What follows belongs to an exercise in optimizing a design on an open flow for small area; a production flow would make more cautious choices. Only simulation tests tie the RTL to the original design; equivalence was not proved. Power is estimated from default activity; no workload was simulated.

==> job 6601: inputs <==
## mips
module mips(
	clk,
	n_rst,
	imem_addr,
	imem_data,
	dmem_addr,
	dmem_wdata,
	dmem_we,
	dmem_rdata
	);
clock: 10.5 ns
lec_check: 0
cap_margin: 20
cell_pad_in_sites_detail_placement: 1
cell_pad_in_sites_global_placement: 1
core_margin: 2
core_utilization: 49
setup_slack_margin: 0.15
slew_margin: 20
synth_hierarchical: 1
standard.sh (not shown) runs the stock make flow with config.mk's settings and CLKGATE_MAP_FILE= SYNTH_SCRIPT=/design/flow/synth_recipe.tcl, a recipe that flattens the netlist after the stock synthesis.
==> flow/flow/run.sh <==
#!/bin/bash
# Own flow: the standard layout (standard.sh, unchanged synthesis) with
# two knobs the flow settings do not reach: the smallest buffer on each port,
# and clock tree synthesis without dummy loads and with set sink clusters.
# Each tool's full output stays in orfs/logs; the make output goes to
# standard.log.
set -euo pipefail
export BUFFER_PORTS_ARGS="-buffer_cell sky130_fd_sc_hd__buf_1"
export CTS_ARGS="-sink_clustering_enable -repair_clock_nets -dont_use_dummy_load -sink_clustering_size 24 -sink_clustering_max_diameter 80 -buf_list sky130_fd_sc_hd__clkbuf_16"
bash standard.sh > standard.log 2>&1
==> inputs of job 5450, as changes to job 6601 <==
--- a/flow/flow/run.sh
+++ b/flow/flow/run.sh
@@ -6,5 +6,5 @@
 # standard.log.
 set -euo pipefail
 export BUFFER_PORTS_ARGS="-buffer_cell sky130_fd_sc_hd__buf_1"
-export CTS_ARGS="-sink_clustering_enable -repair_clock_nets -dont_use_dummy_load -sink_clustering_size 24 -sink_clustering_max_diameter 80 -buf_list sky130_fd_sc_hd__clkbuf_16"
+export CTS_ARGS="-sink_clustering_enable -repair_clock_nets -dont_use_dummy_load -sink_clustering_size 28 -sink_clustering_max_diameter 80 -buf_list sky130_fd_sc_hd__clkbuf_16"
 bash standard.sh > standard.log 2>&1
--- a/flow/config.mk
+++ b/flow/config.mk
@@ -9,7 +9,7 @@
 export CELL_PAD_IN_SITES_DETAIL_PLACEMENT = 1
 export CELL_PAD_IN_SITES_GLOBAL_PLACEMENT = 1
 export CORE_MARGIN = 2
-export CORE_UTILIZATION = 49
-export SETUP_SLACK_MARGIN = 0.15
+export CORE_UTILIZATION = 53
+export SETUP_SLACK_MARGIN = 0.2
 export SLEW_MARGIN = 20
 export SYNTH_HIERARCHICAL = 1
==> inputs of job 1747, as changes to job 6601 <==
--- a/flow/config.mk
+++ b/flow/config.mk
@@ -9,7 +9,7 @@
 export CELL_PAD_IN_SITES_DETAIL_PLACEMENT = 1
 export CELL_PAD_IN_SITES_GLOBAL_PLACEMENT = 1
 export CORE_MARGIN = 2
-export CORE_UTILIZATION = 49
-export SETUP_SLACK_MARGIN = 0.15
+export CORE_UTILIZATION = 45
+export SETUP_SLACK_MARGIN = 0.25
 export SLEW_MARGIN = 20
 export SYNTH_HIERARCHICAL = 1
==> inputs of job 2988, as changes to job 6601 <==
--- a/flow/config.mk
+++ b/flow/config.mk
@@ -10,6 +10,6 @@
 export CELL_PAD_IN_SITES_GLOBAL_PLACEMENT = 1
 export CORE_MARGIN = 2
 export CORE_UTILIZATION = 49
-export SETUP_SLACK_MARGIN = 0.15
+export SETUP_SLACK_MARGIN = 0.2
 export SLEW_MARGIN = 20
 export SYNTH_HIERARCHICAL = 1
==> notes.md <==
* Status: complete, no violations
* CP startpoint: imem_data[18]
* Core Area at 102000 µm²
* TritonRoute pass-1 iters at 12
* Clock-cell share of area at 0.0274
* P_clk at 2260 µW
* M1 WL at 91500 µm
* Internal power at about 7700 µW
* Leakage at 0.0224 µW
# the run above: job 1747

==> notes.md <==
* TritonRoute pass-1 iters at 17
* Status: complete, no violations
* CP startpoint: imem_data[17]
* M1 WL at 81600 µm
* Leakage at 0.0222 µW
# the run above: job 5450

==> notes.md <==
* CP startpoint: imem_data[19]
* Leakage at 0.0223 µW
* Clock-cell share of area at 0.0266
* Crit path buf inv count at 4
* P_clk at 2210 µW
* TritonRoute pass-1 iters at 13
* Area contributors post-synth: dfxtp_1 43%, a22o_1 19%, a222oi_1 17%
* Setup Skew at 0.106 ns
* Max-cap violations at 0
* Status: complete, no violations
# the run above: job 2988

==> notes.md <==
* TritonRoute pass-1 iters at 12
* P_clk at 2200 µW
* Core Area at 93600 µm²
* Status: complete, no violations
* Leakage at 0.0223 µW
* Internal power at 7680 µW
* M1 WL at 85900 µm
# the run above: job 6601


==> build 82 <==
mips, a different RTL version from the one above (not shown whole).
==> module register_file_read, before the edit <==
module register_file_read(addr_in, d_in, q_out);
input [4:0] addr_in;
input [991:0] d_in;
output [31:0] q_out;
wire [30:0] sel;
genvar i, b;
generate
	for (i = 1; i < 32; i = i + 1) begin : dec
		assign sel[i-1] = (addr_in == i);
	end
	for (b = 0; b < 32; b = b + 1) begin : bits
		wire [30:0] db;
		for (i = 0; i < 31; i = i + 1) begin : c
			assign db[i] = d_in[32*i + b];
		end
		rf_read_bit u(.sel_in(sel), .d_in(db), .q_out(q_out[b]));
	end
endgenerate
endmodule
==> module mips, before the edit <==
module mips(
	clk,
	n_rst,
	imem_addr,
	imem_data,
	dmem_addr,
	dmem_wdata,
	dmem_we,
	dmem_rdata
	);
input clk, n_rst;
output [31:0] imem_addr;
input [31:0] imem_data;
output [31:0] dmem_addr;
output [31:0] dmem_wdata;
output dmem_we;
input [31:0] dmem_rdata;
wire [5:0] op = imem_data[31:26];
wire [4:0] rs = imem_data[25:21];
wire [4:0] rt = imem_data[20:16];
wire [4:0] rd = imem_data[15:11];
wire [4:0] sa = imem_data[10:6];
wire [5:0] fn = imem_data[5:0];
wire [15:0] imm = imem_data[15:0];
wire rtype = ~|op;
wire itype = |op[5:3];                      
wire load = op[5] & ~op[3];
wire store = op[5] & op[3];
wire lui = ~op[5] & (&op[3:0]) & itype;     
wire imm_op = itype & ~op[5] & ~lui;
wire imm_logic = imm_op & op[2];
wire imm_arith = imm_op & ~op[2];           
wire brj = ~rtype & ~itype;                 
wire branch = brj & op[2];
wire r_shift = rtype & ~|fn[5:3];
wire r_other = rtype & |fn[5:3];
wire r_logic = r_other & fn[2];
wire r_arith = r_other & ~fn[2] & (fn[5] ^ fn[3]);
wire r_slt = r_other & ~fn[2] & ~(fn[5] ^ fn[3]);
wire jr = r_arith & fn[3];
wire jump = jr | (brj & ~op[2]);
wire logic_op = r_logic | imm_logic;
wire [1:0] lop = rtype ? fn[1:0] : op[1:0];
wire [31:0] reg_a, reg_b, reg_wdata;
wire reg_we = rtype | imm_op | lui | load;
wire [4:0] reg_w = rtype ? rd : rt;
wire [991:0] rf_bits;
wire [3:0] pre_lo = reg_we ? (4'b0001 << reg_w[1:0]) : 4'b0000;
wire [7:0] pre_hi = 8'b00000001 << reg_w[4:2];
genvar gi;
generate
	for (gi = 1; gi < 32; gi = gi + 1) begin : rf
		reg [31:0] r;
		wire [31:0] d;
		wire we, nwe;
		c_nor2 u_we(.a(~pre_lo[gi % 4]), .b(~pre_hi[gi / 4]), .y(we));
		c_nand2 u_nwe(.a(pre_lo[gi % 4]), .b(pre_hi[gi / 4]), .y(nwe));
		register_file_hold hold(.we_in(we), .nwe_in(nwe), .w_in(reg_wdata), .q_in(r), .d_out(d));
		always @(posedge clk)
			r <= d;
		assign rf_bits[32*gi-1 -: 32] = r;
	end
endgenerate
register_file_read read_a(.addr_in(rs), .d_in(rf_bits), .q_out(reg_a));
register_file_read read_b(.addr_in(rt), .d_in(rf_bits), .q_out(reg_b));
wire sll = r_shift & (fn[1:0] == 2'b00);
wire ror = r_shift & (fn[1:0] == 2'b10) & rs[0];
wire sra = r_shift & fn[0];
wire [4:0] shamt = (fn[2] ? reg_a[4:0] : sa) ^ {5{fn[1:0] == 2'b00}};
wire sub = (r_arith & fn[1]) | r_slt | (imm_arith & op[1]) | brj;
wire [31:0] sum;
wire eq;
alu alu_inst(
	.a_in(reg_a), .b_in(reg_b), .imm_in(imm), .rdata_in(dmem_rdata),
	.reg_b_sel_in(rtype | brj), .imm_lo_sel_in(itype & ~lui), .lui_in(lui),
	.sxe_in(imm_arith & imm[15]), .sub_in(sub), .slt_signed_in(~fn[0]),
	.s_g_in(logic_op & ~lop[1]), .s_p_in(logic_op & (lop[1] ^ lop[0])),
	.s_n_in(logic_op & (&lop)),
	.s_sum_in(r_arith | imm_arith | lui | store), .s_sh_in(r_shift),
	.s_ld_in(load), .s_lt_in(r_slt),
	.shamt_in(shamt), .sll_in(sll), .nsll_in(~sll), .ror_in(ror), .sra_in(sra),
	.sum_out(sum), .result_out(reg_wdata), .eq_out(eq));
assign dmem_addr = sum;
assign dmem_wdata = reg_b;
assign dmem_we = store;
reg [31:2] pc;
assign imem_addr = {pc, 2'b00};
wire taken = branch & (eq ^ op[0]);
wire [31:2] pc_next;
pc_logic pc_logic(.pc_in(pc), .instr_in(imem_data[25:0]), .taken_in(taken),
	.jump_in(jump), .pc_next_out(pc_next));
always @(posedge clk or negedge n_rst)
	if (!n_rst)
		pc <= 30'd0;
	else
		pc <= pc_next;
endmodule
Settings: LEC_CHECK=0, CAP_MARGIN=20, CELL_PAD_IN_SITES_DETAIL_PLACEMENT=1, CELL_PAD_IN_SITES_GLOBAL_PLACEMENT=1, CORE_MARGIN=2, CORE_UTILIZATION=45, SETUP_SLACK_MARGIN=0.25, SLEW_MARGIN=20, SYNTH_HIERARCHICAL=1; clock period 10.5 ns.
==> flow/flow/run.sh <==
#!/bin/bash
# Own flow: the standard layout (standard.sh, unchanged synthesis) with
# two knobs the flow settings do not reach: the smallest buffer on each port,
# and clock tree synthesis without dummy loads and with set sink clusters.
# Each tool's full output stays in orfs/logs; the make output goes to
# standard.log.
set -euo pipefail
export BUFFER_PORTS_ARGS="-buffer_cell sky130_fd_sc_hd__buf_1"
export CTS_ARGS="-sink_clustering_enable -repair_clock_nets -dont_use_dummy_load -sink_clustering_size 16 -sink_clustering_max_diameter 50 -buf_list sky130_fd_sc_hd__clkbuf_8"
bash standard.sh > standard.log 2>&1
==> inputs of build 28, as changes to build 82 <==
==> flow/run.sh (new file) <==
#!/bin/bash
# synth_recipe.tcl (not shown) runs the flow's synth.tcl, then flattens the netlist and writes it again
# the make line also repeats each setting of config.mk as NAME=value (left out here)
make -C /OpenROAD-flow-scripts/flow DESIGN_CONFIG=/design/flow/config.mk WORK_HOME=/design/flow/orfs CLKGATE_MAP_FILE= SYNTH_SCRIPT=/design/flow/synth_recipe.tcl finish
Settings changed: CTS_BUF_LIST set to sky130_fd_sc_hd__clkbuf_8, CTS_CLUSTER_DIAMETER set to 50, CTS_CLUSTER_SIZE set to 16.
removed: flow/flow/run.sh
removed: flow/standard.sh
==> inputs of trial 46, as changes to build 82 <==
--- a/flow/design.v
+++ b/flow/design.v
@@ -211,9 +211,13 @@
 input [991:0] d_in;
 output [31:0] q_out;
+wire [3:0] pre_lo = 4'b0001 << addr_in[1:0];
+wire [7:0] pre_hi = 8'b00000001 << addr_in[4:2];
 wire [30:0] sel;
 genvar i, b;
 generate
 	for (i = 1; i < 32; i = i + 1) begin : dec
-		assign sel[i-1] = (addr_in == i);
+		wire nsel;
+		c_nand2 n(.a(pre_lo[i % 4]), .b(pre_hi[i / 4]), .y(nsel));
+		c_inv d(.a(nsel), .y(sel[i-1]));
 	end
 	for (b = 0; b < 32; b = b + 1) begin : bits
@@ -281,7 +285,8 @@
 		reg [31:0] r;
 		wire [31:0] d;
-		wire we, nwe;
-		c_nor2 u_we(.a(~pre_lo[gi % 4]), .b(~pre_hi[gi / 4]), .y(we));
-		c_nand2 u_nwe(.a(pre_lo[gi % 4]), .b(pre_hi[gi / 4]), .y(nwe));
+		wire t, we, nwe;
+		c_nand2 u_t(.a(pre_lo[gi % 4]), .b(pre_hi[gi / 4]), .y(t));
+		c_inv u_we(.a(t), .y(we));
+		c_inv u_nwe(.a(we), .y(nwe));
 		register_file_hold hold(.we_in(we), .nwe_in(nwe), .w_in(reg_wdata), .q_in(r), .d_out(d));
 		always @(posedge clk)
@@ -295,17 +300,43 @@
 wire ror = r_shift & (fn[1:0] == 2'b10) & rs[0];
 wire sra = r_shift & fn[0];
-wire [4:0] shamt = (fn[2] ? reg_a[4:0] : sa) ^ {5{fn[1:0] == 2'b00}};
+wire [4:0] shamt_n = ~((fn[2] ? reg_a[4:0] : sa) ^ {5{fn[1:0] == 2'b00}});
 wire sub = (r_arith & fn[1]) | r_slt | (imm_arith & op[1]) | brj;
+wire [13:0] ctl_n = ~{
+	rtype | brj,                           
+	itype & ~lui,                          
+	lui,                                   
+	imm_arith & imm[15],                   
+	sub,                                   
+	logic_op & ~lop[1],                    
+	logic_op & (lop[1] ^ lop[0]),          
+	logic_op & (&lop),                     
+	r_arith | imm_arith | lui | store,     
+	r_shift,                               
+	load,                                  
+	sll,                                   
+	ror,                                   
+	sra};                                  
+wire [13:0] ctl;
+wire [4:0] shamt;
+wire nsll;
+genvar ci;
+generate
+	for (ci = 0; ci < 14; ci = ci + 1) begin : ctl_drv
+		c_inv u(.a(ctl_n[ci]), .y(ctl[ci]));
+	end
+	for (ci = 0; ci < 5; ci = ci + 1) begin : shamt_drv
+		c_inv u(.a(shamt_n[ci]), .y(shamt[ci]));
+	end
+endgenerate
+c_inv u_nsll(.a(ctl[2]), .y(nsll));
 wire [31:0] sum;
 wire eq;
 alu alu_inst(
 	.a_in(reg_a), .b_in(reg_b), .imm_in(imm), .rdata_in(dmem_rdata),
-	.reg_b_sel_in(rtype | brj), .imm_lo_sel_in(itype & ~lui), .lui_in(lui),
-	.sxe_in(imm_arith & imm[15]), .sub_in(sub), .slt_signed_in(~fn[0]),
-	.s_g_in(logic_op & ~lop[1]), .s_p_in(logic_op & (lop[1] ^ lop[0])),
-	.s_n_in(logic_op & (&lop)),
-	.s_sum_in(r_arith | imm_arith | lui | store), .s_sh_in(r_shift),
-	.s_ld_in(load), .s_lt_in(r_slt),
-	.shamt_in(shamt), .sll_in(sll), .nsll_in(~sll), .ror_in(ror), .sra_in(sra),
+	.reg_b_sel_in(ctl[13]), .imm_lo_sel_in(ctl[12]), .lui_in(ctl[11]),
+	.sxe_in(ctl[10]), .sub_in(ctl[9]), .slt_signed_in(~fn[0]),
+	.s_g_in(ctl[8]), .s_p_in(ctl[7]), .s_n_in(ctl[6]),
+	.s_sum_in(ctl[5]), .s_sh_in(ctl[4]), .s_ld_in(ctl[3]), .s_lt_in(r_slt),
+	.shamt_in(shamt), .sll_in(ctl[2]), .nsll_in(nsll), .ror_in(ctl[1]), .sra_in(ctl[0]),
 	.sum_out(sum), .result_out(reg_wdata), .eq_out(eq));
 assign dmem_addr = sum;
--- a/flow/flow/run.sh
+++ b/flow/flow/run.sh
@@ -7,4 +7,4 @@
 set -euo pipefail
 export BUFFER_PORTS_ARGS="-buffer_cell sky130_fd_sc_hd__buf_1"
-export CTS_ARGS="-sink_clustering_enable -repair_clock_nets -dont_use_dummy_load -sink_clustering_size 16 -sink_clustering_max_diameter 50 -buf_list sky130_fd_sc_hd__clkbuf_8"
+export CTS_ARGS="-sink_clustering_enable -repair_clock_nets -dont_use_dummy_load -sink_clustering_size 24 -sink_clustering_max_diameter 80 -buf_list sky130_fd_sc_hd__clkbuf_16"
 bash standard.sh > standard.log 2>&1
Settings changed: CORE_UTILIZATION 45 to 53.
==> impl_metrics.py <==
metrics = {
    "global_routing": {
        "grt_max_degree": 48,
    },
    "final_layout": {
        "multi_input_area_um2": 25600,
        "areaGrowthSynthToFinish_pct": 20.7,
        "nNonClkInverters": 37,
    },
    "cts": {
        "ctsResizeCount": 2,
        "post_cts.repair.setup_buffers": 12,
    },
    "yosys": {
        "synth_area_per_cell_um2": 11.6,
        "synth.top_cell.area_share": 0.436,
        "yosys.area_share.adder": 0.0200,
    },
    "run_status": {
        "status": "complete, no violations",
    },
    "detailed_routing": {
        "via_per_inst": 8.08,
    },
    "sta": {
        "whs_ns": 0.487,
    },
    "placement": {
        "dp_hpwl_um": 154000,
    },
}
[end of results for build 28]
==> impl_metrics.py <==
metrics = {
    "cts": {
        "ctsResizeCount": 0,
        "post_cts.repair.setup_buffers": 0,
    },
    "yosys": {
        "synth.top_cell.area_share": 0.436,
        "synth_area_per_cell_um2": 11.6,
        "yosys.area_share.adder": 0.0200,
    },
    "final_layout": {
        "nNonClkInverters": 37,
    },
    "run_status": {
        "status": "complete, no violations",
    },
    "global_routing": {
        "grt_max_degree": 40,
    },
}
[end of results for build 82]
==> impl_metrics.py <==
metrics = {
    "placement": {
        "dp_hpwl_um": 152000,
    },
    "run_status": {
        "status": "complete, no violations",
    },
    "cts": {
        "post_cts.repair.setup_buffers": 0,
        "ctsResizeCount": 0,
        "clk_latency_ns": 0.70,
    },
    "critical_path": {
        "crit_end": "dmem_addr[31]",
        "crit_fanout": 24,
    },
    "detailed_routing": {
        "via_per_inst": 8.56,
    },
    "yosys": {
        "yosys.area_share.adder": 0.0199,
        "synth.top_cell.area_share": 0.433,
    },
    "final_layout": {
        "multi_input_area_um2": 24500,
        "areaGrowthSynthToFinish_pct": 11.4,
    },
    "sta": {
        "whs_ns": 0.479,
    },
    "global_routing": {
        "grt_max_degree": 36,
    },
}
[end of results for trial 46]

## static timing again, ports no longer ideal
Ports are ideal in the flow. The routed layouts listed here were re-timed in OpenROAD.
Step 1, drivers: a clkbuf_16 drives clk and a buf_2 each remaining input, both assumed.
Step 2 also shifts input and output timing later by t, the mid clock arrival at the registers, as if the neighbouring blocks saw the same clock.
Three values: ideal ports, drivers, drivers and shift; two values: the first two.
run | shift t [ns] | slack for setup (ns) | worst setup path after step 2 | pins driven straight from the clock port
job 6601 | 0.750 | 0.322 / 0.277 / 0.246 | input to register | 1
job 5450 | 0.741 | 0.121 / 0.094 / 0.094 | input to output | 1
job 1747 | 0.743 | 0.251 / 0.229 / 0.229 | input to output | 1
job 2988 | 0.750 | 0.374 / 0.320 / 0.266 | input to register | 1
build 82 | 0.871 | 0.214 / 0.158 / 0.158 | input to output | 1
build 28 | 0.883 | 0.193 / 0.143 / 0.143 | input to output | 1
trial 46 | 0.721 | 0.311 / 0.270 / 0.270 | input to output | 1
After both steps every run listed still meets setup and hold. The setup slack of job 2988, which loses most, moves by -0.054 ns with the drivers and by -0.108 ns with both steps.
